This design comes from an exercise in tuning for small area on the open sky130 flow, not from production work.
Function was checked by simulation only, so behaviour that the tests miss may differ from the original.

==> flow/design.v, too long to show whole: its modules and the start of the top module <==
// module ha: 7 lines
// module gt31: 99 lines
// module sub8: 58 lines
// module add26: 187 lines
// module lzc26: 126 lines
// module fa: 7 lines
// module aoi222: 6 lines
// module cpa48: 256 lines
// module mv_mul_4x4_fp32: 1647 lines
module mv_mul_4x4_fp32 (
    input  logic        clk,
    input  logic        rst,
    input  logic        m_valid,
    input  logic [31:0] m00_i, m01_i, m02_i, m03_i,
    input  logic [31:0] m10_i, m11_i, m12_i, m13_i,
    input  logic [31:0] m20_i, m21_i, m22_i, m23_i,
    input  logic [31:0] m30_i, m31_i, m32_i, m33_i,
    input  logic        in_valid,
    input  logic [31:0] vx, vy, vz, vw,
    output logic        out_valid,
    output logic [31:0] ox, oy, oz, ow
);
  // ...
==> flow/flow/run.sh <==
#!/bin/bash
# The standard layout (the standard.sh: ORFS from synthesis to the routed layout, with the
# standard synthesis), with one change: the buffer that global placement puts on every input
# and output port is the smallest buffer cell, sky130_fd_sc_hd__buf_1, instead of the delay
# buffer the flow picks by default. Later repair steps may still resize these buffers.
# ORFS writes each step's full log under orfs/logs/; make's own output goes to make.log.
set -euo pipefail
export BUFFER_PORTS_ARGS="-buffer_cell sky130_fd_sc_hd__buf_1"
bash standard.sh finish > make.log 2>&1
==> flow/standard.sh <==
#!/bin/bash
# synth_recipe.tcl (not shown) runs the flow's synth.tcl, then flattens the netlist and writes it again
# the make line also repeats each setting of config.mk as NAME=value (left out here)
make -C /OpenROAD-flow-scripts/flow DESIGN_CONFIG=/design/flow/config.mk WORK_HOME=/design/flow/orfs CLKGATE_MAP_FILE= SYNTH_SCRIPT=/design/flow/synth_recipe.tcl "${@:-finish}"
==> flow/config.mk <==
export PLATFORM = sky130hd
export DESIGN_NAME = mv_mul_4x4_fp32
export DESIGN_NICKNAME = mv_mul_4x4_fp32
export VERILOG_FILES = /design/flow/design.v
export SDC_FILE = /design/flow/constraint.sdc
export NUM_CORES = 8
export LEC_CHECK = 0
export CAP_MARGIN = 20
export CELL_PAD_IN_SITES_DETAIL_PLACEMENT = 2
export CELL_PAD_IN_SITES_GLOBAL_PLACEMENT = 2
export CORE_MARGIN = 2
export CORE_UTILIZATION = 33
export PLACE_DENSITY = 0.4
export SLEW_MARGIN = 20
export SYNTH_HIERARCHICAL = 1
==> flow/constraint.sdc <==
create_clock -name core_clock -period 16.0 [get_ports {clk}]
set_input_delay 3.2000 -clock core_clock [delete_from_list [all_inputs] [get_ports {clk}]]
set_output_delay 3.2000 -clock core_clock [all_outputs]
set_load 0.01 [all_outputs]
==> summary.md, run 1 <==
| Metric | Value |
|---|---|
| Status | `complete, no violations` |
| Reg2Reg Depth | `53` |
| Setup tns final | `0 ns` |
| Crit path buffers/inverters | `6` |
| Crit-path max FO | `24` |
| Placed cells | `39800` |
| Multi-input logic area | `242000 um2` |
| R2r setup slk | `0.93 ns` |
| Placed instance area | `300000 um2` |
| Place WS | `0.656 ns` |
| Inverters | `1203` |
| NonClk Buf Share | `4.79%` |
| Reg area | `25700 um2` |
| Area Overhead vs Synth | `13.7%` |
| Final HPWL DP | `1220 mm` |
| Total number of vias | `285000` |
| Worst EP required | `12.80 ns` |
| Share of cells above drive strength 1 | `13.4%` |
| Clock Buffer Count | `245` |
| Global route hottest layer | `met2` |
| Worst slew margin relative to its limit | `9.50%` |
| RSZ-0062 raised after global routing | `no` |
| Routed met2 length | `705 mm` |
| Leading cell kind | `multi-input combinational cells` |
| Critical Path End Type | `output port` |
==> module add26, before the edit <==
module add26 (
    input  logic [25:0] a, b,
    input  logic cin,
    output logic [25:0] s
);
    logic [25:0] g, p;
    ha h0 (.a(a[0]), .b(b[0]), .s(p[0]), .co(g[0]));
    ha h1 (.a(a[1]), .b(b[1]), .s(p[1]), .co(g[1]));
    ha h2 (.a(a[2]), .b(b[2]), .s(p[2]), .co(g[2]));
    ha h3 (.a(a[3]), .b(b[3]), .s(p[3]), .co(g[3]));
    ha h4 (.a(a[4]), .b(b[4]), .s(p[4]), .co(g[4]));
    ha h5 (.a(a[5]), .b(b[5]), .s(p[5]), .co(g[5]));
    ha h6 (.a(a[6]), .b(b[6]), .s(p[6]), .co(g[6]));
    ha h7 (.a(a[7]), .b(b[7]), .s(p[7]), .co(g[7]));
    ha h8 (.a(a[8]), .b(b[8]), .s(p[8]), .co(g[8]));
    ha h9 (.a(a[9]), .b(b[9]), .s(p[9]), .co(g[9]));
    ha h10 (.a(a[10]), .b(b[10]), .s(p[10]), .co(g[10]));
    ha h11 (.a(a[11]), .b(b[11]), .s(p[11]), .co(g[11]));
    ha h12 (.a(a[12]), .b(b[12]), .s(p[12]), .co(g[12]));
    ha h13 (.a(a[13]), .b(b[13]), .s(p[13]), .co(g[13]));
    ha h14 (.a(a[14]), .b(b[14]), .s(p[14]), .co(g[14]));
    ha h15 (.a(a[15]), .b(b[15]), .s(p[15]), .co(g[15]));
    ha h16 (.a(a[16]), .b(b[16]), .s(p[16]), .co(g[16]));
    ha h17 (.a(a[17]), .b(b[17]), .s(p[17]), .co(g[17]));
    ha h18 (.a(a[18]), .b(b[18]), .s(p[18]), .co(g[18]));
    ha h19 (.a(a[19]), .b(b[19]), .s(p[19]), .co(g[19]));
    ha h20 (.a(a[20]), .b(b[20]), .s(p[20]), .co(g[20]));
    ha h21 (.a(a[21]), .b(b[21]), .s(p[21]), .co(g[21]));
    ha h22 (.a(a[22]), .b(b[22]), .s(p[22]), .co(g[22]));
    ha h23 (.a(a[23]), .b(b[23]), .s(p[23]), .co(g[23]));
    ha h24 (.a(a[24]), .b(b[24]), .s(p[24]), .co(g[24]));
    ha h25 (.a(a[25]), .b(b[25]), .s(p[25]), .co(g[25]));
    logic G1;
    assign G1 = g[0] | (p[0] & cin);
    logic G2;
    assign G2 = g[2] | (p[2] & g[1]);
    logic P2;
    assign P2 = p[2] & p[1];
    logic G3;
    assign G3 = g[4] | (p[4] & g[3]);
    logic P3;
    assign P3 = p[4] & p[3];
    logic G4;
    assign G4 = g[6] | (p[6] & g[5]);
    logic P4;
    assign P4 = p[6] & p[5];
    logic G5;
    assign G5 = g[8] | (p[8] & g[7]);
    logic P5;
    assign P5 = p[8] & p[7];
    logic G6;
    assign G6 = g[10] | (p[10] & g[9]);
    logic P6;
    assign P6 = p[10] & p[9];
    logic G7;
    assign G7 = g[12] | (p[12] & g[11]);
    logic P7;
    assign P7 = p[12] & p[11];
    logic G8;
    assign G8 = g[14] | (p[14] & g[13]);
    logic P8;
    assign P8 = p[14] & p[13];
    logic G9;
    assign G9 = g[16] | (p[16] & g[15]);
    logic P9;
    assign P9 = p[16] & p[15];
    logic G10;
    assign G10 = g[18] | (p[18] & g[17]);
    logic P10;
    assign P10 = p[18] & p[17];
    logic G11;
    assign G11 = g[20] | (p[20] & g[19]);
    logic P11;
    assign P11 = p[20] & p[19];
    logic G12;
    assign G12 = g[22] | (p[22] & g[21]);
    logic P12;
    assign P12 = p[22] & p[21];
    logic G13;
    assign G13 = g[24] | (p[24] & g[23]);
    logic P13;
    assign P13 = p[24] & p[23];
    logic G14;
    assign G14 = G2 | (P2 & G1);
    logic G15;
    assign G15 = G4 | (P4 & G3);
    logic P15;
    assign P15 = P4 & P3;
    logic G16;
    assign G16 = G6 | (P6 & G5);
    logic P16;
    assign P16 = P6 & P5;
    logic G17;
    assign G17 = G8 | (P8 & G7);
    logic P17;
    assign P17 = P8 & P7;
    logic G18;
    assign G18 = G10 | (P10 & G9);
    logic P18;
    assign P18 = P10 & P9;
    logic G19;
    assign G19 = G12 | (P12 & G11);
    logic P19;
    assign P19 = P12 & P11;
    logic G20;
    assign G20 = G15 | (P15 & G14);
    logic G21;
    assign G21 = G17 | (P17 & G16);
    logic P21;
    assign P21 = P17 & P16;
    logic G22;
    assign G22 = G19 | (P19 & G18);
    logic P22;
    assign P22 = P19 & P18;
    logic G23;
    assign G23 = G21 | (P21 & G20);
    logic G24;
    assign G24 = G22 | (P22 & G23);
    logic G25;
    assign G25 = G16 | (P16 & G20);
    logic G26;
    assign G26 = G18 | (P18 & G23);
    logic G27;
    assign G27 = G3 | (P3 & G14);
    logic G28;
    assign G28 = G5 | (P5 & G20);
    logic G29;
    assign G29 = G7 | (P7 & G25);
    logic G30;
    assign G30 = G9 | (P9 & G23);
    logic G31;
    assign G31 = G11 | (P11 & G26);
    logic G32;
    assign G32 = G13 | (P13 & G24);
    logic G33;
    assign G33 = g[1] | (p[1] & G1);
    logic G34;
    assign G34 = g[3] | (p[3] & G14);
    logic G35;
    assign G35 = g[5] | (p[5] & G27);
    logic G36;
    assign G36 = g[7] | (p[7] & G20);
    logic G37;
    assign G37 = g[9] | (p[9] & G28);
    logic G38;
    assign G38 = g[11] | (p[11] & G25);
    logic G39;
    assign G39 = g[13] | (p[13] & G29);
    logic G40;
    assign G40 = g[15] | (p[15] & G23);
    logic G41;
    assign G41 = g[17] | (p[17] & G30);
    logic G42;
    assign G42 = g[19] | (p[19] & G26);
    logic G43;
    assign G43 = g[21] | (p[21] & G31);
    logic G44;
    assign G44 = g[23] | (p[23] & G24);
    logic G45;
    assign G45 = g[25] | (p[25] & G32);
    assign s[0] = p[0] ^ cin;
    assign s[1] = p[1] ^ G1;
    assign s[2] = p[2] ^ G33;
    assign s[3] = p[3] ^ G14;
    assign s[4] = p[4] ^ G34;
    assign s[5] = p[5] ^ G27;
    assign s[6] = p[6] ^ G35;
    assign s[7] = p[7] ^ G20;
    assign s[8] = p[8] ^ G36;
    assign s[9] = p[9] ^ G28;
    assign s[10] = p[10] ^ G37;
    assign s[11] = p[11] ^ G25;
    assign s[12] = p[12] ^ G38;
    assign s[13] = p[13] ^ G29;
    assign s[14] = p[14] ^ G39;
    assign s[15] = p[15] ^ G23;
    assign s[16] = p[16] ^ G40;
    assign s[17] = p[17] ^ G30;
    assign s[18] = p[18] ^ G41;
    assign s[19] = p[19] ^ G26;
    assign s[20] = p[20] ^ G42;
    assign s[21] = p[21] ^ G31;
    assign s[22] = p[22] ^ G43;
    assign s[23] = p[23] ^ G24;
    assign s[24] = p[24] ^ G44;
    assign s[25] = p[25] ^ G32;
endmodule
==> module cpa48, before the edit <==
module cpa48 (
    input  logic [47:0] xn, yn,
    output logic [24:0] phn
);
    logic c23;
    logic [22:0] k_g, k_p;
    assign k_g = xn[22:0] & yn[22:0];
    assign k_p = xn[22:0] | yn[22:0];
    logic k_G1, k_P1;
    assign k_G1 = k_g[22] | (k_p[22] & k_g[21]);
    assign k_P1 = k_p[22] & k_p[21];
    logic k_G2, k_P2;
    assign k_G2 = k_G1 | (k_P1 & k_g[20]);
    assign k_P2 = k_P1 & k_p[20];
    logic k_G3, k_P3;
    assign k_G3 = k_g[19] | (k_p[19] & k_g[18]);
    assign k_P3 = k_p[19] & k_p[18];
    logic k_G4, k_P4;
    assign k_G4 = k_G3 | (k_P3 & k_g[17]);
    assign k_P4 = k_P3 & k_p[17];
    logic k_G5, k_P5;
    assign k_G5 = k_G2 | (k_P2 & k_G4);
    assign k_P5 = k_P2 & k_P4;
    logic k_G6, k_P6;
    assign k_G6 = k_g[16] | (k_p[16] & k_g[15]);
    assign k_P6 = k_p[16] & k_p[15];
    logic k_G7, k_P7;
    assign k_G7 = k_G6 | (k_P6 & k_g[14]);
    assign k_P7 = k_P6 & k_p[14];
    logic k_G8, k_P8;
    assign k_G8 = k_g[13] | (k_p[13] & k_g[12]);
    assign k_P8 = k_p[13] & k_p[12];
    logic k_G9, k_P9;
    assign k_G9 = k_G8 | (k_P8 & k_g[11]);
    assign k_P9 = k_P8 & k_p[11];
    logic k_G10, k_P10;
    assign k_G10 = k_G7 | (k_P7 & k_G9);
    assign k_P10 = k_P7 & k_P9;
    logic k_G11, k_P11;
    assign k_G11 = k_G5 | (k_P5 & k_G10);
    assign k_P11 = k_P5 & k_P10;
    logic k_G12, k_P12;
    assign k_G12 = k_g[10] | (k_p[10] & k_g[9]);
    assign k_P12 = k_p[10] & k_p[9];
    logic k_G13, k_P13;
    assign k_G13 = k_G12 | (k_P12 & k_g[8]);
    assign k_P13 = k_P12 & k_p[8];
    logic k_G14, k_P14;
    assign k_G14 = k_g[7] | (k_p[7] & k_g[6]);
    assign k_P14 = k_p[7] & k_p[6];
    logic k_G15, k_P15;
    assign k_G15 = k_G14 | (k_P14 & k_g[5]);
    assign k_P15 = k_P14 & k_p[5];
    logic k_G16, k_P16;
    assign k_G16 = k_G13 | (k_P13 & k_G15);
    assign k_P16 = k_P13 & k_P15;
    logic k_G17, k_P17;
    assign k_G17 = k_g[4] | (k_p[4] & k_g[3]);
    assign k_P17 = k_p[4] & k_p[3];
    logic k_G18, k_P18;
    assign k_G18 = k_G17 | (k_P17 & k_g[2]);
    assign k_P18 = k_P17 & k_p[2];
    logic k_G19, k_P19;
    assign k_G19 = k_g[1] | (k_p[1] & k_g[0]);
    assign k_P19 = k_p[1] & k_p[0];
    logic k_G20, k_P20;
    assign k_G20 = k_G18 | (k_P18 & k_G19);
    assign k_P20 = k_P18 & k_P19;
    logic k_G21, k_P21;
    assign k_G21 = k_G16 | (k_P16 & k_G20);
    assign k_P21 = k_P16 & k_P20;
    logic k_G22, k_P22;
    assign k_G22 = k_G11 | (k_P11 & k_G21);
    assign k_P22 = k_P11 & k_P21;
    assign c23 = k_G22 | (k_P22 & 1'b1);
    logic [24:0] q_a, q_b;
    assign q_a = xn[47:23];
    assign q_b = yn[47:23];
    logic [24:0] q_g, q_p;
    ha q_h0 (.a(q_a[0]), .b(q_b[0]), .s(q_p[0]), .co(q_g[0]));
    ha q_h1 (.a(q_a[1]), .b(q_b[1]), .s(q_p[1]), .co(q_g[1]));
    ha q_h2 (.a(q_a[2]), .b(q_b[2]), .s(q_p[2]), .co(q_g[2]));
    ha q_h3 (.a(q_a[3]), .b(q_b[3]), .s(q_p[3]), .co(q_g[3]));
    ha q_h4 (.a(q_a[4]), .b(q_b[4]), .s(q_p[4]), .co(q_g[4]));
    ha q_h5 (.a(q_a[5]), .b(q_b[5]), .s(q_p[5]), .co(q_g[5]));
    ha q_h6 (.a(q_a[6]), .b(q_b[6]), .s(q_p[6]), .co(q_g[6]));
    ha q_h7 (.a(q_a[7]), .b(q_b[7]), .s(q_p[7]), .co(q_g[7]));
    ha q_h8 (.a(q_a[8]), .b(q_b[8]), .s(q_p[8]), .co(q_g[8]));
    ha q_h9 (.a(q_a[9]), .b(q_b[9]), .s(q_p[9]), .co(q_g[9]));
    ha q_h10 (.a(q_a[10]), .b(q_b[10]), .s(q_p[10]), .co(q_g[10]));
    ha q_h11 (.a(q_a[11]), .b(q_b[11]), .s(q_p[11]), .co(q_g[11]));
    ha q_h12 (.a(q_a[12]), .b(q_b[12]), .s(q_p[12]), .co(q_g[12]));
    ha q_h13 (.a(q_a[13]), .b(q_b[13]), .s(q_p[13]), .co(q_g[13]));
    ha q_h14 (.a(q_a[14]), .b(q_b[14]), .s(q_p[14]), .co(q_g[14]));
    ha q_h15 (.a(q_a[15]), .b(q_b[15]), .s(q_p[15]), .co(q_g[15]));
    ha q_h16 (.a(q_a[16]), .b(q_b[16]), .s(q_p[16]), .co(q_g[16]));
    ha q_h17 (.a(q_a[17]), .b(q_b[17]), .s(q_p[17]), .co(q_g[17]));
    ha q_h18 (.a(q_a[18]), .b(q_b[18]), .s(q_p[18]), .co(q_g[18]));
    ha q_h19 (.a(q_a[19]), .b(q_b[19]), .s(q_p[19]), .co(q_g[19]));
    ha q_h20 (.a(q_a[20]), .b(q_b[20]), .s(q_p[20]), .co(q_g[20]));
    ha q_h21 (.a(q_a[21]), .b(q_b[21]), .s(q_p[21]), .co(q_g[21]));
    ha q_h22 (.a(q_a[22]), .b(q_b[22]), .s(q_p[22]), .co(q_g[22]));
    ha q_h23 (.a(q_a[23]), .b(q_b[23]), .s(q_p[23]), .co(q_g[23]));
    ha q_h24 (.a(q_a[24]), .b(q_b[24]), .s(q_p[24]), .co(q_g[24]));
    logic q_G1;
    assign q_G1 = q_g[0] | (q_p[0] & c23);
    logic q_G2;
    assign q_G2 = q_g[2] | (q_p[2] & q_g[1]);
    logic q_P2;
    assign q_P2 = q_p[2] & q_p[1];
    logic q_G3;
    assign q_G3 = q_g[4] | (q_p[4] & q_g[3]);
    logic q_P3;
    assign q_P3 = q_p[4] & q_p[3];
    logic q_G4;
    assign q_G4 = q_g[6] | (q_p[6] & q_g[5]);
    logic q_P4;
    assign q_P4 = q_p[6] & q_p[5];
    logic q_G5;
    assign q_G5 = q_g[8] | (q_p[8] & q_g[7]);
    logic q_P5;
    assign q_P5 = q_p[8] & q_p[7];
    logic q_G6;
    assign q_G6 = q_g[10] | (q_p[10] & q_g[9]);
    logic q_P6;
    assign q_P6 = q_p[10] & q_p[9];
    logic q_G7;
    assign q_G7 = q_g[12] | (q_p[12] & q_g[11]);
    logic q_P7;
    assign q_P7 = q_p[12] & q_p[11];
    logic q_G8;
    assign q_G8 = q_g[14] | (q_p[14] & q_g[13]);
    logic q_P8;
    assign q_P8 = q_p[14] & q_p[13];
    logic q_G9;
    assign q_G9 = q_g[16] | (q_p[16] & q_g[15]);
    logic q_P9;
    assign q_P9 = q_p[16] & q_p[15];
    logic q_G10;
    assign q_G10 = q_g[18] | (q_p[18] & q_g[17]);
    logic q_P10;
    assign q_P10 = q_p[18] & q_p[17];
    logic q_G11;
    assign q_G11 = q_g[20] | (q_p[20] & q_g[19]);
    logic q_P11;
    assign q_P11 = q_p[20] & q_p[19];
    logic q_G12;
    assign q_G12 = q_g[22] | (q_p[22] & q_g[21]);
    logic q_P12;
    assign q_P12 = q_p[22] & q_p[21];
    logic q_G13;
    assign q_G13 = q_g[24] | (q_p[24] & q_g[23]);
    logic q_P13;
    assign q_P13 = q_p[24] & q_p[23];
    logic q_G14;
    assign q_G14 = q_G2 | (q_P2 & q_G1);
    logic q_G15;
    assign q_G15 = q_G4 | (q_P4 & q_G3);
    logic q_P15;
    assign q_P15 = q_P4 & q_P3;
    logic q_G16;
    assign q_G16 = q_G6 | (q_P6 & q_G5);
    logic q_P16;
    assign q_P16 = q_P6 & q_P5;
    logic q_G17;
    assign q_G17 = q_G8 | (q_P8 & q_G7);
    logic q_P17;
    assign q_P17 = q_P8 & q_P7;
    logic q_G18;
    assign q_G18 = q_G10 | (q_P10 & q_G9);
    logic q_P18;
    assign q_P18 = q_P10 & q_P9;
    logic q_G19;
    assign q_G19 = q_G12 | (q_P12 & q_G11);
    logic q_P19;
    assign q_P19 = q_P12 & q_P11;
    logic q_G20;
    assign q_G20 = q_G15 | (q_P15 & q_G14);
    logic q_G21;
    assign q_G21 = q_G17 | (q_P17 & q_G16);
    logic q_P21;
    assign q_P21 = q_P17 & q_P16;
    logic q_G22;
    assign q_G22 = q_G19 | (q_P19 & q_G18);
    logic q_P22;
    assign q_P22 = q_P19 & q_P18;
    logic q_G23;
    assign q_G23 = q_G21 | (q_P21 & q_G20);
    logic q_G24;
    assign q_G24 = q_G22 | (q_P22 & q_G23);
    logic q_G25;
    assign q_G25 = q_G16 | (q_P16 & q_G20);
    logic q_G26;
    assign q_G26 = q_G18 | (q_P18 & q_G23);
    logic q_G27;
    assign q_G27 = q_G3 | (q_P3 & q_G14);
    logic q_G28;
    assign q_G28 = q_G5 | (q_P5 & q_G20);
    logic q_G29;
    assign q_G29 = q_G7 | (q_P7 & q_G25);
    logic q_G30;
    assign q_G30 = q_G9 | (q_P9 & q_G23);
    logic q_G31;
    assign q_G31 = q_G11 | (q_P11 & q_G26);
    logic q_G32;
    assign q_G32 = q_G13 | (q_P13 & q_G24);
    logic q_G33;
    assign q_G33 = q_g[1] | (q_p[1] & q_G1);
    logic q_G34;
    assign q_G34 = q_g[3] | (q_p[3] & q_G14);
    logic q_G35;
    assign q_G35 = q_g[5] | (q_p[5] & q_G27);
    logic q_G36;
    assign q_G36 = q_g[7] | (q_p[7] & q_G20);
    logic q_G37;
    assign q_G37 = q_g[9] | (q_p[9] & q_G28);
    logic q_G38;
    assign q_G38 = q_g[11] | (q_p[11] & q_G25);
    logic q_G39;
    assign q_G39 = q_g[13] | (q_p[13] & q_G29);
    logic q_G40;
    assign q_G40 = q_g[15] | (q_p[15] & q_G23);
    logic q_G41;
    assign q_G41 = q_g[17] | (q_p[17] & q_G30);
    logic q_G42;
    assign q_G42 = q_g[19] | (q_p[19] & q_G26);
    logic q_G43;
    assign q_G43 = q_g[21] | (q_p[21] & q_G31);
    logic q_G44;
    assign q_G44 = q_g[23] | (q_p[23] & q_G24);
    assign phn[0] = q_p[0] ^ c23;
    assign phn[1] = q_p[1] ^ q_G1;
    assign phn[2] = q_p[2] ^ q_G33;
    assign phn[3] = q_p[3] ^ q_G14;
    assign phn[4] = q_p[4] ^ q_G34;
    assign phn[5] = q_p[5] ^ q_G27;
    assign phn[6] = q_p[6] ^ q_G35;
    assign phn[7] = q_p[7] ^ q_G20;
    assign phn[8] = q_p[8] ^ q_G36;
    assign phn[9] = q_p[9] ^ q_G28;
    assign phn[10] = q_p[10] ^ q_G37;
    assign phn[11] = q_p[11] ^ q_G25;
    assign phn[12] = q_p[12] ^ q_G38;
    assign phn[13] = q_p[13] ^ q_G29;
    assign phn[14] = q_p[14] ^ q_G39;
    assign phn[15] = q_p[15] ^ q_G23;
    assign phn[16] = q_p[16] ^ q_G40;
    assign phn[17] = q_p[17] ^ q_G30;
    assign phn[18] = q_p[18] ^ q_G41;
    assign phn[19] = q_p[19] ^ q_G26;
    assign phn[20] = q_p[20] ^ q_G42;
    assign phn[21] = q_p[21] ^ q_G31;
    assign phn[22] = q_p[22] ^ q_G43;
    assign phn[23] = q_p[23] ^ q_G24;
    assign phn[24] = q_p[24] ^ q_G44;
endmodule
==> inputs of run 2 (changes only) <==
--- a/flow/design.v
+++ b/flow/design.v
@@ -158,20 +158,23 @@
     assign d[3] = p[3] ^ G5;
     assign d[4] = p[4] ^ G10;
     assign d[5] = p[5] ^ G8;
     assign d[6] = p[6] ^ G11;
     assign d[7] = p[7] ^ G7;
     assign pos = G12;
 endmodule
 module add26 (
-    input  logic [25:0] a, b,
+    input  logic [24:1] ah,
+    input  logic [25:0] b,
     input  logic cin,
     output logic [25:0] s
 );
+    logic [25:0] a;
+    assign a = {1'b0, ah, 1'b0};
     logic [25:0] g, p;
     ha h0 (.a(a[0]), .b(b[0]), .s(p[0]), .co(g[0]));
     ha h1 (.a(a[1]), .b(b[1]), .s(p[1]), .co(g[1]));
     ha h2 (.a(a[2]), .b(b[2]), .s(p[2]), .co(g[2]));
     ha h3 (.a(a[3]), .b(b[3]), .s(p[3]), .co(g[3]));
     ha h4 (.a(a[4]), .b(b[4]), .s(p[4]), .co(g[4]));
     ha h5 (.a(a[5]), .b(b[5]), .s(p[5]), .co(g[5]));
     ha h6 (.a(a[6]), .b(b[6]), .s(p[6]), .co(g[6]));
@@ -477,27 +480,137 @@
 endmodule
 module fa (
     input  logic a, b, c,
     output logic s, co
 );
     assign s  = a ^ b ^ c;
     assign co = (a & b) | (a & c) | (b & c);
 endmodule
+module xnr (
+    input  logic a, b,
+    output logic y
+);
+    assign y = ~(a ^ b);
+endmodule
+module orr (
+    input  logic a, b,
+    output logic y
+);
+    assign y = a | b;
+endmodule
 module aoi222 (
     input  logic a1, a2, b1, b2, c1, c2,
     output logic y
 );
     assign y = ~((a1 & a2) | (b1 & b2) | (c1 & c2));
 endmodule
 module cpa48 (
-    input  logic [47:0] xn, yn,
+    input  logic [47:0] xv,
+    input  logic [44:0] yv,
     output logic [24:0] phn
 );
+    logic [47:0] xn, yn;
     logic c23;
+    assign xn[0] = xv[0];
+    assign yn[0] = 1'b1;
+    assign xn[1] = xv[1];
+    assign yn[1] = 1'b1;
+    assign xn[2] = xv[2];
+    assign yn[2] = yv[0];
+    assign xn[3] = xv[3];
+    assign yn[3] = yv[1];
+    assign xn[4] = xv[4];
+    assign yn[4] = yv[2];
+    assign xn[5] = xv[5];
+    assign yn[5] = yv[3];
+    assign xn[6] = xv[6];
+    assign yn[6] = yv[4];
+    assign xn[7] = xv[7];
+    assign yn[7] = yv[5];
+    assign xn[8] = xv[8];
+    assign yn[8] = yv[6];
+    assign xn[9] = xv[9];
+    assign yn[9] = yv[7];
+    assign xn[10] = xv[10];
+    assign yn[10] = yv[8];
+    assign xn[11] = xv[11];
+    assign yn[11] = yv[9];
+    assign xn[12] = xv[12];
+    assign yn[12] = yv[10];
+    assign xn[13] = xv[13];
+    assign yn[13] = yv[11];
+    assign xn[14] = xv[14];
+    assign yn[14] = yv[12];
+    assign xn[15] = xv[15];
+    assign yn[15] = yv[13];
+    assign xn[16] = xv[16];
+    assign yn[16] = yv[14];
+    assign xn[17] = xv[17];
+    assign yn[17] = yv[15];
+    assign xn[18] = xv[18];
+    assign yn[18] = yv[16];
+    assign xn[19] = xv[19];
+    assign yn[19] = yv[17];
+    assign xn[20] = xv[20];
+    assign yn[20] = yv[18];
+    assign xn[21] = xv[21];
+    assign yn[21] = yv[19];
+    assign xn[22] = xv[22];
+    assign yn[22] = yv[20];
+    assign xn[23] = xv[23];
+    assign yn[23] = yv[21];
+    assign xn[24] = xv[24];
+    assign yn[24] = yv[22];
+    assign xn[25] = xv[25];
+    assign yn[25] = yv[23];
+    assign xn[26] = xv[26];
+    assign yn[26] = yv[24];
+    assign xn[27] = xv[27];
+    assign yn[27] = yv[25];
+    assign xn[28] = xv[28];
+    assign yn[28] = yv[26];
+    assign xn[29] = xv[29];
+    assign yn[29] = yv[27];
+    assign xn[30] = xv[30];
+    assign yn[30] = yv[28];
+    assign xn[31] = xv[31];
+    assign yn[31] = yv[29];
+    assign xn[32] = xv[32];
+    assign yn[32] = yv[30];
+    assign xn[33] = xv[33];
+    assign yn[33] = yv[31];
+    assign xn[34] = xv[34];
+    assign yn[34] = yv[32];
+    assign xn[35] = xv[35];
+    assign yn[35] = yv[33];
+    assign xn[36] = xv[36];
+    assign yn[36] = yv[34];
+    assign xn[37] = xv[37];
+    assign yn[37] = yv[35];
+    assign xn[38] = xv[38];
+    assign yn[38] = yv[36];
+    assign xn[39] = xv[39];
+    assign yn[39] = yv[37];
+    assign xn[40] = xv[40];
+    assign yn[40] = yv[38];
+    assign xn[41] = xv[41];
+    assign yn[41] = yv[39];
+    assign xn[42] = xv[42];
+    assign yn[42] = yv[40];
+    assign xn[43] = xv[43];
+    assign yn[43] = yv[41];
+    assign xn[44] = xv[44];
+    assign yn[44] = yv[42];
+    assign xn[45] = xv[45];
+    assign yn[45] = yv[43];
+    assign xn[46] = xv[46];
+    assign yn[46] = yv[44];
+    assign xn[47] = xv[47];
+    assign yn[47] = 1'b1;
     logic [22:0] k_g, k_p;
     assign k_g = xn[22:0] & yn[22:0];
     assign k_p = xn[22:0] | yn[22:0];
     logic k_G1, k_P1;
     assign k_G1 = k_g[22] | (k_p[22] & k_g[21]);
     assign k_P1 = k_p[22] & k_p[21];
     logic k_G2, k_P2;
     assign k_G2 = k_G1 | (k_P1 & k_g[20]);
@@ -1637,33 +1750,36 @@
             aoi222 t_pn11_22_u (.a1(s1[11]), .a2(bm[22]), .b1(s2[11]), .b2(bm[21]), .c1(s3[11]), .c2(tb[22]), .y(t_pn11_22));
             logic t_pn11_23;
             aoi222 t_pn11_23_u (.a1(s1[11]), .a2(bm[23]), .b1(s2[11]), .b2(bm[22]), .c1(s3[11]), .c2(tb[23]), .y(t_pn11_23));
             logic t_pn11_24;
             assign t_pn11_24 = ~((s2[11] & bm[23]) | (s3[11] & tb[24]));
             logic t_pn11_25;
             assign t_pn11_25 = ~((s3[11] & tb[25]));
             logic t_s1, t_c2;
-            fa t_s1_u (.a(t_pn0_18), .b(t_pn1_16), .c(1'b1), .s(t_s1), .co(t_c2));
+            xnr t_s1_u (.a(t_pn0_18), .b(t_pn1_16), .y(t_s1));
+            orr t_c2_u (.a(t_pn0_18), .b(t_pn1_16), .y(t_c2));
             logic t_s3, t_c4;
             fa t_s3_u (.a(t_pn0_19), .b(t_pn1_17), .c(t_pn2_15), .s(t_s3), .co(t_c4));
             logic t_s5, t_c6;
             fa t_s5_u (.a(t_pn0_20), .b(t_pn10_0), .c(t_pn1_18), .s(t_s5), .co(t_c6));
             logic t_s7, t_c8;
-            fa t_s7_u (.a(t_pn2_16), .b(t_pn3_14), .c(1'b1), .s(t_s7), .co(t_c8));
+            xnr t_s7_u (.a(t_pn2_16), .b(t_pn3_14), .y(t_s7));
+            orr t_c8_u (.a(t_pn2_16), .b(t_pn3_14), .y(t_c8));
             logic t_s9, t_c10;
             fa t_s9_u (.a(t_pn0_21), .b(t_pn10_1), .c(t_pn1_19), .s(t_s9), .co(t_c10));
             logic t_s11, t_c12;
             fa t_s11_u (.a(t_pn2_17), .b(t_pn3_15), .c(t_pn4_13), .s(t_s11), .co(t_c12));
             logic t_s13, t_c14;
             fa t_s13_u (.a(t_pn0_22), .b(t_pn10_2), .c(t_pn11_0), .s(t_s13), .co(t_c14));
             logic t_s15, t_c16;
             fa t_s15_u (.a(t_pn1_20), .b(t_pn2_18), .c(t_pn3_16), .s(t_s15), .co(t_c16));
             logic t_s17, t_c18;
-            fa t_s17_u (.a(t_pn4_14), .b(t_pn5_12), .c(1'b1), .s(t_s17), .co(t_c18));
+            xnr t_s17_u (.a(t_pn4_14), .b(t_pn5_12), .y(t_s17));
+            orr t_c18_u (.a(t_pn4_14), .b(t_pn5_12), .y(t_c18));
             logic t_s19, t_c20;
             fa t_s19_u (.a(t_pn0_23), .b(t_pn10_3), .c(t_pn11_1), .s(t_s19), .co(t_c20));
             logic t_s21, t_c22;
             fa t_s21_u (.a(t_pn1_21), .b(t_pn2_19), .c(t_pn3_17), .s(t_s21), .co(t_c22));
             logic t_s23, t_c24;
             fa t_s23_u (.a(t_pn4_15), .b(t_pn5_13), .c(t_pn6_11), .s(t_s23), .co(t_c24));
             logic t_s25, t_c26;
             fa t_s25_u (.a(t_pn0_24), .b(t_pn10_4), .c(t_pn11_2), .s(t_s25), .co(t_c26));
@@ -1677,53 +1793,60 @@
             fa t_s33_u (.a(t_pn1_23), .b(t_pn2_21), .c(t_pn3_19), .s(t_s33), .co(t_c34));
             logic t_s35, t_c36;
             fa t_s35_u (.a(t_pn4_17), .b(t_pn5_15), .c(t_pn6_13), .s(t_s35), .co(t_c36));
             logic t_s37, t_c38;
             fa t_s37_u (.a(t_pn10_6), .b(t_pn11_4), .c(t_pn1_24), .s(t_s37), .co(t_c38));
             logic t_s39, t_c40;
             fa t_s39_u (.a(t_pn2_22), .b(t_pn3_20), .c(t_pn4_18), .s(t_s39), .co(t_c40));
             logic t_s41, t_c42;
-            fa t_s41_u (.a(t_pn5_16), .b(t_pn6_14), .c(1'b1), .s(t_s41), .co(t_c42));
+            xnr t_s41_u (.a(t_pn5_16), .b(t_pn6_14), .y(t_s41));
+            orr t_c42_u (.a(t_pn5_16), .b(t_pn6_14), .y(t_c42));
             logic t_s43, t_c44;
             fa t_s43_u (.a(t_pn10_7), .b(t_pn11_5), .c(t_pn1_25), .s(t_s43), .co(t_c44));
             logic t_s45, t_c46;
             fa t_s45_u (.a(t_pn2_23), .b(t_pn3_21), .c(t_pn4_19), .s(t_s45), .co(t_c46));
             logic t_s47, t_c48;
-            fa t_s47_u (.a(t_pn5_17), .b(t_pn6_15), .c(1'b1), .s(t_s47), .co(t_c48));
+            xnr t_s47_u (.a(t_pn5_17), .b(t_pn6_15), .y(t_s47));
+            orr t_c48_u (.a(t_pn5_17), .b(t_pn6_15), .y(t_c48));
             logic t_s49, t_c50;
             fa t_s49_u (.a(t_pn10_8), .b(t_pn11_6), .c(t_pn2_24), .s(t_s49), .co(t_c50));
             logic t_s51, t_c52;
             fa t_s51_u (.a(t_pn3_22), .b(t_pn4_20), .c(t_pn5_18), .s(t_s51), .co(t_c52));
             logic t_s53, t_c54;
             fa t_s53_u (.a(t_pn10_9), .b(t_pn11_7), .c(t_pn2_25), .s(t_s53), .co(t_c54));
             logic t_s55, t_c56;
-            fa t_s55_u (.a(t_pn3_23), .b(t_pn4_21), .c(1'b1), .s(t_s55), .co(t_c56));
+            xnr t_s55_u (.a(t_pn3_23), .b(t_pn4_21), .y(t_s55));
+            orr t_c56_u (.a(t_pn3_23), .b(t_pn4_21), .y(t_c56));
             logic t_s57, t_c58;
             fa t_s57_u (.a(t_pn10_10), .b(t_pn11_8), .c(t_pn3_24), .s(t_s57), .co(t_c58));
             logic t_s59, t_c60;
-            fa t_s59_u (.a(t_pn10_11), .b(t_pn11_9), .c(1'b1), .s(t_s59), .co(t_c60));
+            xnr t_s59_u (.a(t_pn10_11), .b(t_pn11_9), .y(t_s59));
+            orr t_c60_u (.a(t_pn10_11), .b(t_pn11_9), .y(t_c60));
             logic t_s61, t_c62;
-            fa t_s61_u (.a(t_pn0_12), .b(t_pn1_10), .c(1'b1), .s(t_s61), .co(t_c62));
+            xnr t_s61_u (.a(t_pn0_12), .b(t_pn1_10), .y(t_s61));
+            orr t_c62_u (.a(t_pn0_12), .b(t_pn1_10), .y(t_c62));
             logic t_s63, t_c64;
             fa t_s63_u (.a(t_pn0_13), .b(t_pn1_11), .c(t_pn2_9), .s(t_s63), .co(t_c64));
             logic t_s65, t_c66;
             fa t_s65_u (.a(t_pn0_14), .b(t_pn1_12), .c(t_pn2_10), .s(t_s65), .co(t_c66));
             logic t_s67, t_c68;
-            fa t_s67_u (.a(t_pn3_8), .b(t_pn4_6), .c(1'b1), .s(t_s67), .co(t_c68));
+            xnr t_s67_u (.a(t_pn3_8), .b(t_pn4_6), .y(t_s67));
+            orr t_c68_u (.a(t_pn3_8), .b(t_pn4_6), .y(t_c68));
             logic t_s69, t_c70;
             fa t_s69_u (.a(t_pn0_15), .b(t_pn1_13), .c(t_pn2_11), .s(t_s69), .co(t_c70));
             logic t_s71, t_c72;
             fa t_s71_u (.a(t_pn3_9), .b(t_pn4_7), .c(t_pn5_5), .s(t_s71), .co(t_c72));
             logic t_s73, t_c74;
             fa t_s73_u (.a(t_pn0_16), .b(t_pn1_14), .c(t_pn2_12), .s(t_s73), .co(t_c74));
             logic t_s75, t_c76;
             fa t_s75_u (.a(t_pn3_10), .b(t_pn4_8), .c(t_pn5_6), .s(t_s75), .co(t_c76));
             logic t_s77, t_c78;
-            fa t_s77_u (.a(t_pn6_4), .b(t_pn7_2), .c(1'b1), .s(t_s77), .co(t_c78));
+            xnr t_s77_u (.a(t_pn6_4), .b(t_pn7_2), .y(t_s77));
+            orr t_c78_u (.a(t_pn6_4), .b(t_pn7_2), .y(t_c78));
             logic t_s79, t_c80;
             fa t_s79_u (.a(t_pn0_17), .b(t_pn1_15), .c(t_pn2_13), .s(t_s79), .co(t_c80));
             logic t_s81, t_c82;
             fa t_s81_u (.a(t_pn3_11), .b(t_pn4_9), .c(t_pn5_7), .s(t_s81), .co(t_c82));
             logic t_s83, t_c84;
             fa t_s83_u (.a(t_pn6_5), .b(t_pn7_3), .c(t_pn8_1), .s(t_s83), .co(t_c84));
             logic t_s85, t_c86;
             fa t_s85_u (.a(t_pn2_14), .b(t_pn3_12), .c(t_pn4_10), .s(t_s85), .co(t_c86));
@@ -1815,37 +1938,42 @@
             fa t_s171_u (.a(t_pn5_22), .b(t_pn6_20), .c(t_pn7_18), .s(t_s171), .co(t_c172));
             logic t_s173, t_c174;
             fa t_s173_u (.a(t_pn8_16), .b(t_pn9_14), .c(t_c60), .s(t_s173), .co(t_c174));
             logic t_s175, t_c176;
             fa t_s175_u (.a(t_pn10_13), .b(t_pn11_11), .c(t_pn4_25), .s(t_s175), .co(t_c176));
             logic t_s177, t_c178;
             fa t_s177_u (.a(t_pn5_23), .b(t_pn6_21), .c(t_pn7_19), .s(t_s177), .co(t_c178));
             logic t_s179, t_c180;
-            fa t_s179_u (.a(t_pn8_17), .b(t_pn9_15), .c(1'b1), .s(t_s179), .co(t_c180));
+            xnr t_s179_u (.a(t_pn8_17), .b(t_pn9_15), .y(t_s179));
+            orr t_c180_u (.a(t_pn8_17), .b(t_pn9_15), .y(t_c180));
             logic t_s181, t_c182;
             fa t_s181_u (.a(t_pn10_14), .b(t_pn11_12), .c(t_pn5_24), .s(t_s181), .co(t_c182));
             logic t_s183, t_c184;
             fa t_s183_u (.a(t_pn6_22), .b(t_pn7_20), .c(t_pn8_18), .s(t_s183), .co(t_c184));
             logic t_s185, t_c186;
             fa t_s185_u (.a(t_pn10_15), .b(t_pn11_13), .c(t_pn5_25), .s(t_s185), .co(t_c186));
             logic t_s187, t_c188;
-            fa t_s187_u (.a(t_pn6_23), .b(t_pn7_21), .c(1'b1), .s(t_s187), .co(t_c188));
+            xnr t_s187_u (.a(t_pn6_23), .b(t_pn7_21), .y(t_s187));
+            orr t_c188_u (.a(t_pn6_23), .b(t_pn7_21), .y(t_c188));
             logic t_s189, t_c190;
             fa t_s189_u (.a(t_pn10_16), .b(t_pn11_14), .c(t_pn6_24), .s(t_s189), .co(t_c190));
             logic t_s191, t_c192;
-            fa t_s191_u (.a(t_pn10_17), .b(t_pn11_15), .c(1'b1), .s(t_s191), .co(t_c192));
+            xnr t_s191_u (.a(t_pn10_17), .b(t_pn11_15), .y(t_s191));
+            orr t_c192_u (.a(t_pn10_17), .b(t_pn11_15), .y(t_c192));
             logic t_s193, t_c194;
-            fa t_s193_u (.a(t_pn0_8), .b(t_pn1_6), .c(1'b1), .s(t_s193), .co(t_c194));
+            xnr t_s193_u (.a(t_pn0_8), .b(t_pn1_6), .y(t_s193));
+            orr t_c194_u (.a(t_pn0_8), .b(t_pn1_6), .y(t_c194));
             logic t_s195, t_c196;
             fa t_s195_u (.a(t_pn0_9), .b(t_pn1_7), .c(t_pn2_5), .s(t_s195), .co(t_c196));
             logic t_s197, t_c198;
             fa t_s197_u (.a(t_pn0_10), .b(t_pn1_8), .c(t_pn2_6), .s(t_s197), .co(t_c198));
             logic t_s199, t_c200;
-            fa t_s199_u (.a(t_pn3_4), .b(t_pn4_2), .c(1'b1), .s(t_s199), .co(t_c200));
+            xnr t_s199_u (.a(t_pn3_4), .b(t_pn4_2), .y(t_s199));
+            orr t_c200_u (.a(t_pn3_4), .b(t_pn4_2), .y(t_c200));
             logic t_s201, t_c202;
             fa t_s201_u (.a(t_pn0_11), .b(t_pn1_9), .c(t_pn2_7), .s(t_s201), .co(t_c202));
             logic t_s203, t_c204;
             fa t_s203_u (.a(t_pn3_5), .b(t_pn4_3), .c(t_pn5_1), .s(t_s203), .co(t_c204));
             logic t_s205, t_c206;
             fa t_s205_u (.a(t_pn2_8), .b(t_pn3_6), .c(t_pn4_4), .s(t_s205), .co(t_c206));
             logic t_s207, t_c208;
             fa t_s207_u (.a(t_pn5_2), .b(t_pn6_0), .c(t_s61), .s(t_s207), .co(t_c208));
@@ -1951,23 +2079,26 @@
             fa t_s307_u (.a(t_pn9_19), .b(t_s191), .c(t_c190), .s(t_s307), .co(t_c308));
             logic t_s309, t_c310;
             fa t_s309_u (.a(t_pn10_18), .b(t_pn11_16), .c(t_pn7_24), .s(t_s309), .co(t_c310));
             logic t_s311, t_c312;
             fa t_s311_u (.a(t_pn8_22), .b(t_pn9_20), .c(t_c192), .s(t_s311), .co(t_c312));
             logic t_s313, t_c314;
             fa t_s313_u (.a(t_pn10_19), .b(t_pn11_17), .c(t_pn7_25), .s(t_s313), .co(t_c314));
             logic t_s315, t_c316;
-            fa t_s315_u (.a(t_pn8_23), .b(t_pn9_21), .c(1'b1), .s(t_s315), .co(t_c316));
+            xnr t_s315_u (.a(t_pn8_23), .b(t_pn9_21), .y(t_s315));
+            orr t_c316_u (.a(t_pn8_23), .b(t_pn9_21), .y(t_c316));
             logic t_s317, t_c318;
             fa t_s317_u (.a(t_pn10_20), .b(t_pn11_18), .c(t_pn8_24), .s(t_s317), .co(t_c318));
             logic t_s319, t_c320;
-            fa t_s319_u (.a(t_pn10_21), .b(t_pn11_19), .c(1'b1), .s(t_s319), .co(t_c320));
+            xnr t_s319_u (.a(t_pn10_21), .b(t_pn11_19), .y(t_s319));
+            orr t_c320_u (.a(t_pn10_21), .b(t_pn11_19), .y(t_c320));
             logic t_s321, t_c322;
-            fa t_s321_u (.a(t_pn0_6), .b(t_pn1_4), .c(1'b1), .s(t_s321), .co(t_c322));
+            xnr t_s321_u (.a(t_pn0_6), .b(t_pn1_4), .y(t_s321));
+            orr t_c322_u (.a(t_pn0_6), .b(t_pn1_4), .y(t_c322));
             logic t_s323, t_c324;
             fa t_s323_u (.a(t_pn0_7), .b(t_pn1_5), .c(t_pn2_3), .s(t_s323), .co(t_c324));
             logic t_s325, t_c326;
             fa t_s325_u (.a(t_pn2_4), .b(t_pn3_2), .c(t_pn4_0), .s(t_s325), .co(t_c326));
             logic t_s327, t_c328;
             fa t_s327_u (.a(t_pn3_3), .b(t_pn4_1), .c(t_c194), .s(t_s327), .co(t_c328));
             logic t_s329, t_c330;
             fa t_s329_u (.a(t_pn5_0), .b(t_s199), .c(t_c196), .s(t_s329), .co(t_c330));
@@ -2031,19 +2162,21 @@
             fa t_s387_u (.a(t_s315), .b(t_c310), .c(t_s313), .s(t_s387), .co(t_c388));
             logic t_s389, t_c390;
             fa t_s389_u (.a(t_pn9_22), .b(t_c316), .c(t_c314), .s(t_s389), .co(t_c390));
             logic t_s391, t_c392;
             fa t_s391_u (.a(t_pn8_25), .b(t_pn9_23), .c(t_s319), .s(t_s391), .co(t_c392));
             logic t_s393, t_c394;
             fa t_s393_u (.a(t_pn10_22), .b(t_pn11_20), .c(t_pn9_24), .s(t_s393), .co(t_c394));
             logic t_s395, t_c396;
-            fa t_s395_u (.a(t_pn10_23), .b(t_pn11_21), .c(1'b1), .s(t_s395), .co(t_c396));
+            xnr t_s395_u (.a(t_pn10_23), .b(t_pn11_21), .y(t_s395));
+            orr t_c396_u (.a(t_pn10_23), .b(t_pn11_21), .y(t_c396));
             logic t_s397, t_c398;
-            fa t_s397_u (.a(t_pn0_4), .b(t_pn1_2), .c(1'b1), .s(t_s397), .co(t_c398));
+            xnr t_s397_u (.a(t_pn0_4), .b(t_pn1_2), .y(t_s397));
+            orr t_c398_u (.a(t_pn0_4), .b(t_pn1_2), .y(t_c398));
             logic t_s399, t_c400;
             fa t_s399_u (.a(t_pn0_5), .b(t_pn1_3), .c(t_pn2_1), .s(t_s399), .co(t_c400));
             logic t_s401, t_c402;
             fa t_s401_u (.a(t_pn2_2), .b(t_pn3_0), .c(t_s321), .s(t_s401), .co(t_c402));
             logic t_s403, t_c404;
             fa t_s403_u (.a(t_pn3_1), .b(t_c322), .c(t_s323), .s(t_s403), .co(t_c404));
             logic t_s405, t_c406;
             fa t_s405_u (.a(t_s193), .b(t_c324), .c(t_s325), .s(t_s405), .co(t_c406));
@@ -2115,17 +2248,18 @@
             fa t_s471_u (.a(t_c318), .b(t_c390), .c(t_s391), .s(t_s471), .co(t_c472));
             logic t_s473, t_c474;
             fa t_s473_u (.a(t_c320), .b(t_s393), .c(t_c392), .s(t_s473), .co(t_c474));
             logic t_s475, t_c476;
             fa t_s475_u (.a(t_pn9_25), .b(t_s395), .c(t_c394), .s(t_s475), .co(t_c476));
             logic t_s477, t_c478;
             fa t_s477_u (.a(t_pn10_24), .b(t_pn11_22), .c(t_c396), .s(t_s477), .co(t_c478));
             logic t_s479, t_c480;
-            fa t_s479_u (.a(t_pn10_25), .b(t_pn11_23), .c(1'b1), .s(t_s479), .co(t_c480));
+            xnr t_s479_u (.a(t_pn10_25), .b(t_pn11_23), .y(t_s479));
+            orr t_c480_u (.a(t_pn10_25), .b(t_pn11_23), .y(t_c480));
             assign xn[0] = t_pn0_0;
             assign yn[0] = 1'b1;
             assign xn[1] = t_pn0_1;
             assign yn[1] = 1'b1;
             assign xn[2] = t_pn0_2;
             assign yn[2] = t_pn1_0;
             assign xn[3] = t_pn0_3;
             assign yn[3] = t_pn1_1;
@@ -2212,17 +2346,18 @@
             assign xn[44] = t_c476;
             assign yn[44] = t_s477;
             assign xn[45] = t_c478;
             assign yn[45] = t_s479;
             assign xn[46] = t_c480;
             assign yn[46] = t_pn11_24;
             assign xn[47] = t_pn11_25;
             assign yn[47] = 1'b1;
-            cpa48 k_u (.xn(xn), .yn(yn), .phn(phn));
+            cpa48 k_u (.xv({xn[47], xn[46], xn[45], xn[44], xn[43], xn[42], xn[41], xn[40], xn[39], xn[38], xn[37], xn[36], xn[35], xn[34], xn[33], xn[32], xn[31], xn[30], xn[29], xn[28], xn[27], xn[26], xn[25], xn[24], xn[23], xn[22], xn[21], xn[20], xn[19], xn[18], xn[17], xn[16], xn[15], xn[14], xn[13], xn[12], xn[11], xn[10], xn[9], xn[8], xn[7], xn[6], xn[5], xn[4], xn[3], xn[2], xn[1], xn[0]}),
+                       .yv({yn[46], yn[45], yn[44], yn[43], yn[42], yn[41], yn[40], yn[39], yn[38], yn[37], yn[36], yn[35], yn[34], yn[33], yn[32], yn[31], yn[30], yn[29], yn[28], yn[27], yn[26], yn[25], yn[24], yn[23], yn[22], yn[21], yn[20], yn[19], yn[18], yn[17], yn[16], yn[15], yn[14], yn[13], yn[12], yn[11], yn[10], yn[9], yn[8], yn[7], yn[6], yn[5], yn[4], yn[3], yn[2]}), .phn(phn));
             assign ph   = ~phn;
             assign zero = zm | (a[30:0] == 31'd0) | bz;
             assign ea = {a[30:24], a[23] | (a[30:23] == 8'd0)};
             logic [7:0] e_g, e_p;
             ha e_h0 (.a(ea[0]), .b(ebp[0]), .s(e_p[0]), .co(e_g[0]));
             ha e_h1 (.a(ea[1]), .b(ebp[1]), .s(e_p[1]), .co(e_g[1]));
             ha e_h2 (.a(ea[2]), .b(ebp[2]), .s(e_p[2]), .co(e_g[2]));
             ha e_h3 (.a(ea[3]), .b(ebp[3]), .s(e_p[3]), .co(e_g[3]));
@@ -2312,17 +2447,17 @@
         assign x4 = d[3] ? {8'b0, x3[30:8]}   : x3;
         assign x5 = d[4] ? {16'b0, x4[30:16]} : x4;
         assign xs     = (d[7:5] != 3'd0) ? 25'd0 : x5[30:6];
         assign sticky = (d[7:5] == 3'd0) & (x5[5:0] != 6'd0);
         assign ad_a = {1'b0, hb, big[22:0], 1'b0};
         assign ad_b = {sub, xs ^ {25{sub}}};
         logic ad_ci;
         assign ad_ci = sub & ~sticky;
-        add26 ad_u (.a(ad_a), .b(ad_b), .cin(ad_ci), .s(r));
+        add26 ad_u (.ah(ad_a[24:1]), .b(ad_b), .cin(ad_ci), .s(r));
         assign lz[4] = r[25:10] == 16'd0;
         assign n1    = lz[4] ? {r[9:0], 16'd0} : r;
         assign lz[3] = n1[25:18] == 8'd0;
         assign n2    = lz[3] ? {n1[17:0], 8'd0} : n1;
         assign lz[2] = n2[25:22] == 4'd0;
         assign n3    = lz[2] ? {n2[21:0], 4'd0} : n2;
         assign lz[1] = n3[25:24] == 2'd0;
         assign n4    = lz[1] ? {n3[23:0], 2'd0} : n3;
@@ -2373,17 +2508,17 @@
         assign x4 = d[3] ? {8'b0, x3[30:8]}   : x3;
         assign x5 = d[4] ? {16'b0, x4[30:16]} : x4;
         assign xs     = (d[7:5] != 3'd0) ? 25'd0 : x5[30:6];
         assign sticky = (d[7:5] == 3'd0) & (x5[5:0] != 6'd0);
         assign ad_a = {1'b0, hb, big[22:0], 1'b0};
         assign ad_b = {sub, xs ^ {25{sub}}};
         logic ad_ci;
         assign ad_ci = sub & ~sticky;
-        add26 ad_u (.a(ad_a), .b(ad_b), .cin(ad_ci), .s(r));
+        add26 ad_u (.ah(ad_a[24:1]), .b(ad_b), .cin(ad_ci), .s(r));
         lzc26 lz_u (.x(r), .z(lz));
         assign n1 = lz[4] ? {r[9:0], 16'd0} : r;
         assign n2 = lz[3] ? {n1[17:0], 8'd0} : n1;
         assign n3 = lz[2] ? {n2[21:0], 4'd0} : n2;
         assign n4 = lz[1] ? {n3[23:0], 2'd0} : n3;
         assign n5 = lz[0] ? {n4[24:0], 1'd0} : n4;
         assign e = ebig + 8'd1 - {3'd0, lz};
         assign y = n5[25] ? {sgn, e, n5[24:2]} : 32'd0;
==> flow/run.sh (new file) <==
#!/bin/bash
# synth_recipe.tcl (not shown) runs the flow's synth.tcl, then flattens the netlist and writes it again
# the make line also repeats each setting of config.mk as NAME=value (left out here)
make -C /OpenROAD-flow-scripts/flow DESIGN_CONFIG=/design/flow/config.mk WORK_HOME=/design/flow/orfs CLKGATE_MAP_FILE= SYNTH_SCRIPT=/design/flow/synth_recipe.tcl finish
removed: flow/flow/run.sh
removed: flow/standard.sh
==> run 2 against run 1 <==
Net effect: now fails the layout checks on max-capacitance violations; wire length shrank 2.3%; utilization grew 0.28 points; final area grew 0.19%; largest cell class unchanged; clock skew grew 0.023 ns; flip-flop and latch count is the same.
==> summary.md, run 2 <==
| Metric | Value |
|---|---|
| Die area | `822000 um2 (was 827000 um2)` |
| Area Overhead vs Synth | `14.5% (was 13.7%)` |
| Last element of the critical path | `oy[30] (was ow[8])` |
| Total number of vias | `284000 (was 285000)` |
| Chip width | `907 um (was 909 um)` |
| Critical Path End Type | `output port (unchanged)` |
| # rows | `331 (was 332)` |
| CP dominant cell by count | `ha_1 (unchanged)` |
| Worst Setup SP | `s2_a[122] (was s2_a[251])` |
| Initial antenna violation count | `190 (was 191)` |
| Crit-path max FO | `25 (was 24)` |
| Setup ws final | `0.861 ns (was 0.674 ns)` |
| Startpoint Class | `flip-flop (unchanged)` |
| Ports | `773 (unchanged)` |
| First-pass GRT wire length | `2270 mm (was 2320 mm)` |
| Worst EP required | `12.80 ns (about the same)` |
| Die span in y | `907 um (was 909 um)` |
| Total track usage | `36.9% (was 37.9%)` |
| Status | `finished with violations (was complete, no violations)` |
| Post-layout min period | `15.14 ns (was 15.33 ns)` |
| GP Congestion | `0.932 (was 1.03)` |
| DR pass1 iterations | `17 (unchanged)` |
| Place WS | `1.20 ns (was 0.656 ns)` |
| Synth warn | `7 (unchanged)` |
| Core box area | `813000 um2 (was 817000 um2)` |
| CP max stage delay | `0.58 ns (was 0.55 ns)` |
| RSZ-0062 raised after global routing | `no (unchanged)` |
| Clock transition at the registers of the reported paths | `0.06 ns (about the same)` |
| DRT antenna net count | `0 (unchanged)` |
| CTS tree | `yes (unchanged)` |
| WS Path Type | `reg -> out (unchanged)` |
| Share of cells above drive strength 1 | `13.2% (was 13.4%)` |
| CTS sink cnt | `1283 (unchanged)` |
| SO Viols | `max-capacitance violations` |
| Total wire length | `1600 mm (was 1640 mm)` |
| Post-layout util | `37.9% (was 37.6%)` |
| Final cell count without fillers | `40500 (was 40400)` |
| Most frequent cells in the layout | `a222oi_1, fa_1, nand2_1, nor2_1, ha_1 (unchanged)` |
| Fmax | `66.1 MHz (was 65.2 MHz)` |
| Critical path's slowest cell | `clkdlybuf4s50_1 (was mux4_2)` |
| Clk_skew | `0.139 ns (was 0.115 ns)` |
| Num CTS Buffers | `188 (was 189)` |
| DR WL/cell | `39.5 um (was 40.5 um)` |
| Reg2Reg Depth | `48 (was 53)` |
| Final HPWL DP | `1160 mm (was 1220 mm)` |
| Setup tns final | `0 ns (unchanged)` |
| Post-Syn Area | `269000 um2 (was 270000 um2)` |
| Crit path arrival time | `11.94 ns (was 12.13 ns)` |
| Setup-failing EPs final | `0 (unchanged)` |
| Hold Vio Cnt, Final | `0 (unchanged)` |
| Placed cells | `39500 (was 39800)` |
| Max Root-Sink Buffers | `4 (unchanged)` |
| Commonest non-fill, non-tap cell in the layout | `a222oi_1 (unchanged)` |
| HP Class | `reg -> reg (unchanged)` |
| R2R Path End | `s2_a[186] (was s2_a[254])` |
| Root Driver | `clkbuf_16 (unchanged)` |
| Worst R2R Start | `s1_p[363] (was s1_p[491])` |
| Final count of pins violating max slew | `11 (was 0)` |
| # DRC | `0 (unchanged)` |
| CTS hold repair buffers | `0 (unchanged)` |
| Initial Util | `33.1% (about the same)` |
| Syn Inst Count | `27400 (was 27100)` |
| Skew-Pair Late Insertion Delay | `1.06 ns (was 1.09 ns)` |
| R2r setup slk | `1.13 ns (was 0.93 ns)` |
| Pin count of the biggest net entering global routing | `91 (was 99)` |
| Vias in the first global route | `302000 (was 301000)` |
| H-tree levels | `4 (unchanged)` |
| Drt initial violations | `55800 (was 55400)` |
| Nets | `34800 (was 35400)` |
| Worst-margin pin slew | `1.57 ns (was 1.35 ns)` |
| PortBufs | `772 (unchanged)` |
| Total gr overflow | `0 (unchanged)` |
| Final period util | `94.6% (was 95.8%)` |
| Avg Vias per Cell | `7.01 (was 7.04)` |
| Worst slew margin relative to its limit | `-4.97% (was 9.50%)` |
| Synth Area per Inst | `9.81 um2 (was 9.96 um2)` |
| Max-cap viol count | `2 (was 0)` |
-- run 2: how the worst min path moves through the flow --
stage	startpoint	slack, ns	depth (start not counted)	to
after floorplan	s1_valid	0.41	1	out_valid
after global placement	s1_valid	0.42	1	out_valid
after detailed placement	s1_valid	0.44	1	out_valid
after CTS	s1_valid	0.46	1	out_valid
after global routing	s1_valid	0.48	1	out_valid
final	s1_valid	0.45	1	out_valid
-- run 2: area by class of cell --
type	count	area, um2
timing repair buffer	2071	17700
sequential	1283	25700
antenna	641	1600
clock buffer	236	5120
inverter	1165	4370
clock inverter	108	1340
multi-input combinational	24200	239000
fill	88200	505000
tap	10800	13500
-- run 2: what timing repair did --
item,4_1_cts,5_1_grt
setup endpoints to repair,0,34
hold endpoints to repair,0,0
gates resized for setup,0,6
setup buffers,0,3
-- run 2: metal layers --
layer  wire (um)  track usage, %  share of wire [%]  vias up
met5         802               0              0.050        -
met4       97700            20.2                6.1       82
met3      167000            8.85                 10     3430
met2      701000            56.7                 44    18200
met1      632000            47.9                 40   147000
li1            -               -                  -   115000
-- run 2: worst max-delay path: cells and delay by family (launching register included) --
kind            cells  cell delay [ns]
simple gates       11             2.35
buf+inv             4             1.43
compound gates     15             3.00
xor+xnor            3             0.46
flops               1             0.40
mux                 4             1.03
fa+ha+maj           8             2.27
-- run 2: through the flow --
stage	cell area, um2	hold WS [ns]
3_3_place_gp	300000	0.422
5_1_grt	308000	0.478
6_report	308000	0.454
2_1_floorplan	269000	0.414
3_5_place_dp	300000	0.439
4_1_cts	306000	0.457
==> inputs of run 3 (changes only) <==
--- a/flow/config.mk
+++ b/flow/config.mk
@@ -5,11 +5,11 @@
 export SDC_FILE = /design/flow/constraint.sdc
 export NUM_CORES = 8
 export LEC_CHECK = 0
-export CAP_MARGIN = 20
+export CAP_MARGIN = 30
 export CELL_PAD_IN_SITES_DETAIL_PLACEMENT = 2
 export CELL_PAD_IN_SITES_GLOBAL_PLACEMENT = 2
 export CORE_MARGIN = 2
 export CORE_UTILIZATION = 33
 export PLACE_DENSITY = 0.4
-export SLEW_MARGIN = 20
+export SLEW_MARGIN = 30
 export SYNTH_HIERARCHICAL = 1
==> run 3 against run 2 <==
Net effect: the run now finishes clean; non-clock buffer count is 1 lower; synthesized cell count is the same; area after synthesis is the same.
==> summary.md, run 3 <==
| Metric | Value |
|---|---|
| CTS tree | `yes (unchanged)` |
| Post-layout min period | `15.23 ns (was 15.14 ns)` |
| Pin count of the biggest net entering global routing | `91 (unchanged)` |
| Post-cts repair resize count | `0 (unchanged)` |
| Core box area | `813000 um2 (unchanged)` |
| Worst slew margin relative to its limit | `6.99% (was -4.97%)` |
| CP max stage delay | `0.61 ns (was 0.58 ns)` |
| Final period util | `95.2% (was 94.6%)` |
| Drt initial violations | `54800 (was 55800)` |
| Final HPWL DP | `1160 mm (about the same)` |
| Clock transition at the registers of the reported paths | `0.06 ns (about the same)` |
| Crit path arrival time | `12.03 ns (was 11.94 ns)` |
| Num CTS Buffers | `186 (was 188)` |
| Root Driver | `clkbuf_16 (unchanged)` |
| RSZ-0062 raised after global routing | `no (unchanged)` |
| Share of cells above drive strength 1 | `13.4% (was 13.2%)` |
| Commonest non-fill, non-tap cell in the layout | `a222oi_1 (unchanged)` |
| Synth warn | `7 (unchanged)` |
| Worst Setup SP | `s2_a[250] (was s2_a[122])` |
| H-tree levels | `4 (unchanged)` |
| Die span in y | `907 um (unchanged)` |
| Worst-margin pin slew | `1.40 ns (was 1.57 ns)` |
| Ports | `773 (unchanged)` |
| R2r setup slk | `1.31 ns (was 1.13 ns)` |
| Vias in the first global route | `302000 (about the same)` |
| Critical Path End Type | `output port (unchanged)` |
| Syn Inst Count | `27400 (unchanged)` |
| Area Overhead vs Synth | `14.7% (was 14.5%)` |
| Max Root-Sink Buffers | `4 (unchanged)` |
| Total track usage | `36.9% (about the same)` |
| CTS sink cnt | `1283 (unchanged)` |
| Setup-failing EPs final | `0 (unchanged)` |
| Hold wc startpoint | `s1_valid (unchanged)` |
| Critical path's slowest cell | `mux2i_4 (was clkdlybuf4s50_1)` |
| Die area | `822000 um2 (unchanged)` |
| Placed instance area | `300000 um2 (about the same)` |
| Avg Vias per Cell | `7.00 (was 7.01)` |
| Fmax | `65.7 MHz (was 66.1 MHz)` |
| WS Path Type | `reg -> out (unchanged)` |
| Setup tns final | `0 ns (unchanged)` |
| Clk_skew | `0.141 ns (was 0.139 ns)` |
| Final count of pins violating max slew | `0 (was 11)` |
| Post-CTS setup repair buffer count | `0 (unchanged)` |
| First-pass GRT wire length | `2270 mm (about the same)` |
| Total gr overflow | `0 (unchanged)` |
| Status | `complete, no violations (was finished with violations)` |
| GP Congestion | `0.932 (unchanged)` |
| # DRC | `0 (unchanged)` |
| Crit-path max FO | `29 (was 25)` |
| Initial Util | `33.1% (unchanged)` |
| Final Instance Area | `309000 um2 (was 308000 um2)` |
| Most frequent cells in the layout | `a222oi_1, fa_1, nand2_1, nor2_1, ha_1 (unchanged)` |
| Total number of vias | `283000 (was 284000)` |
| # rows | `331 (unchanged)` |
| PortBufs | `772 (unchanged)` |
| DR pass1 iterations | `15 (was 17)` |
| Post-Syn Area | `269000 um2 (unchanged)` |
| Nets | `34800 (about the same)` |
| Chip width | `907 um (unchanged)` |
| Hold Vio Cnt, Final | `0 (unchanged)` |
| Synth Area per Inst | `9.81 um2 (unchanged)` |
| HP Class | `reg -> reg (unchanged)` |
| Total wire length | `1600 mm (about the same)` |
| DRT antenna net count | `0 (unchanged)` |
| Initial antenna violation count | `190 (unchanged)` |
| Skew-Pair Late Insertion Delay | `1.08 ns (was 1.06 ns)` |
| CTS hold repair buffers | `0 (unchanged)` |
| Worst EP required | `12.80 ns (about the same)` |
| Max-cap viol count | `0 (was 2)` |
| Worst R2R Start | `s1_p[331] (was s1_p[363])` |
| Startpoint Class | `flip-flop (unchanged)` |
| DR WL/cell | `39.4 um (was 39.5 um)` |
==> run 3: cell count changes in the layout (fill, tap and decap cells not counted), sizes merged <==
cell / delta
clkinvlp: -5
clkdlybuf4s50: -5
inv: +3
clkbuf: -11
clkinv: +8
buf: +3
bufinv: +5
diode: -37
==> run 3: path summary, 6_finish.rpt <==
check	to	cells past startpoint
min reg2reg	out_valid	1
max reg2reg	s2_a[186]	48
max	ow[30]	43
min	out_valid	1
==> run 3: layer usage <==
| metal | up-vias | share of wire [%] | GRT usage, % |
|---|---|---|---|
| met3 | 3494 | 11 | 9.23 |
| met1 | 147000 | 39 | 47.8 |
| met2 | 18300 | 44 | 56.7 |
| li1 | 115000 | - | - |
| met4 | 96 | 6.2 | 20.0 |
| met5 | - | 0.040 | 0.0347 |
==> run 3: cell type report <==
class	instances	area, um2
clock buffers	224	5040
inverters	1165	4370
well taps	10800	13500
fillers	87900	504000
diodes	604	1510
clock inverters	119	1550
multi-input cells	24200	239000
repair buffers	2070	17700
flip-flops and latches	1283	25700
==> run 3: stage by stage <==
step / setup WS [ns] / instances / util (%) / hold WS (ns)
CTS: 0.446 / 39800 / 37.8 / 0.459
finish: 0.773 / 40500 / 38.0 / 0.456
global placement: 1.45 / 39500 / 36.9 / 0.422
detailed placement: 1.17 / 39500 / 36.9 / 0.441
global route: 0.0598 / 40400 / 38.0 / 0.469
floorplan: 2.15 / 27400 / - / 0.414
==> run 3: worst max-delay path: cells and delay by family (launching register included) <==
family | cells | cell delay, ns
multiplexers | 2 | 0.98
AO/OA/AOI/OAI | 16 | 2.84
AND/OR/NAND/NOR | 10 | 2.74
flip-flops | 1 | 0.39
XOR/XNOR | 3 | 0.49
adder cells (fa/ha/maj) | 7 | 1.99
buffers and inverters | 5 | 1.62

port drivers added, routing unchanged:
The results above use ideal ports. As a check the final layouts listed here were re-extracted and re-timed, cells and wires unchanged.
Step 1 (the two cells are an assumption about what drives the block):
set clk [get_ports {clk}]
set_driving_cell -lib_cell sky130_fd_sc_hd__clkbuf_16 $clk
set_driving_cell -lib_cell sky130_fd_sc_hd__buf_2 [delete_from_list [all_inputs] $clk]
Step 2, shift: input delay + t, output delay - t, t = (earliest + latest rising clock arrival at the registers) / 2. This alone moves slack from input paths to output paths.
a / b / c = no drivers / after step 1 / after step 2; a / b = the first two.
| run | shift t [ns] | setup slack, ns | worst register clock-pin slew, ns | worst slew at a driven data input, ns |
|---|---|---|---|---|
| run 1 | 1.169 | 0.674 / 0.519 / 0.605 | 0.07 / 0.07 | 0.38 |
| run 2 | 1.161 | 0.861 / 0.693 / 1.028 | 0.09 / 0.09 | 0.40 |
| run 3 | 1.177 | 0.773 / 0.607 / 0.917 | 0.09 / 0.09 | 0.43 |
For run 1, which loses most, drivers alone change the setup slack by -0.155 ns; drivers and shift together by -0.069 ns.
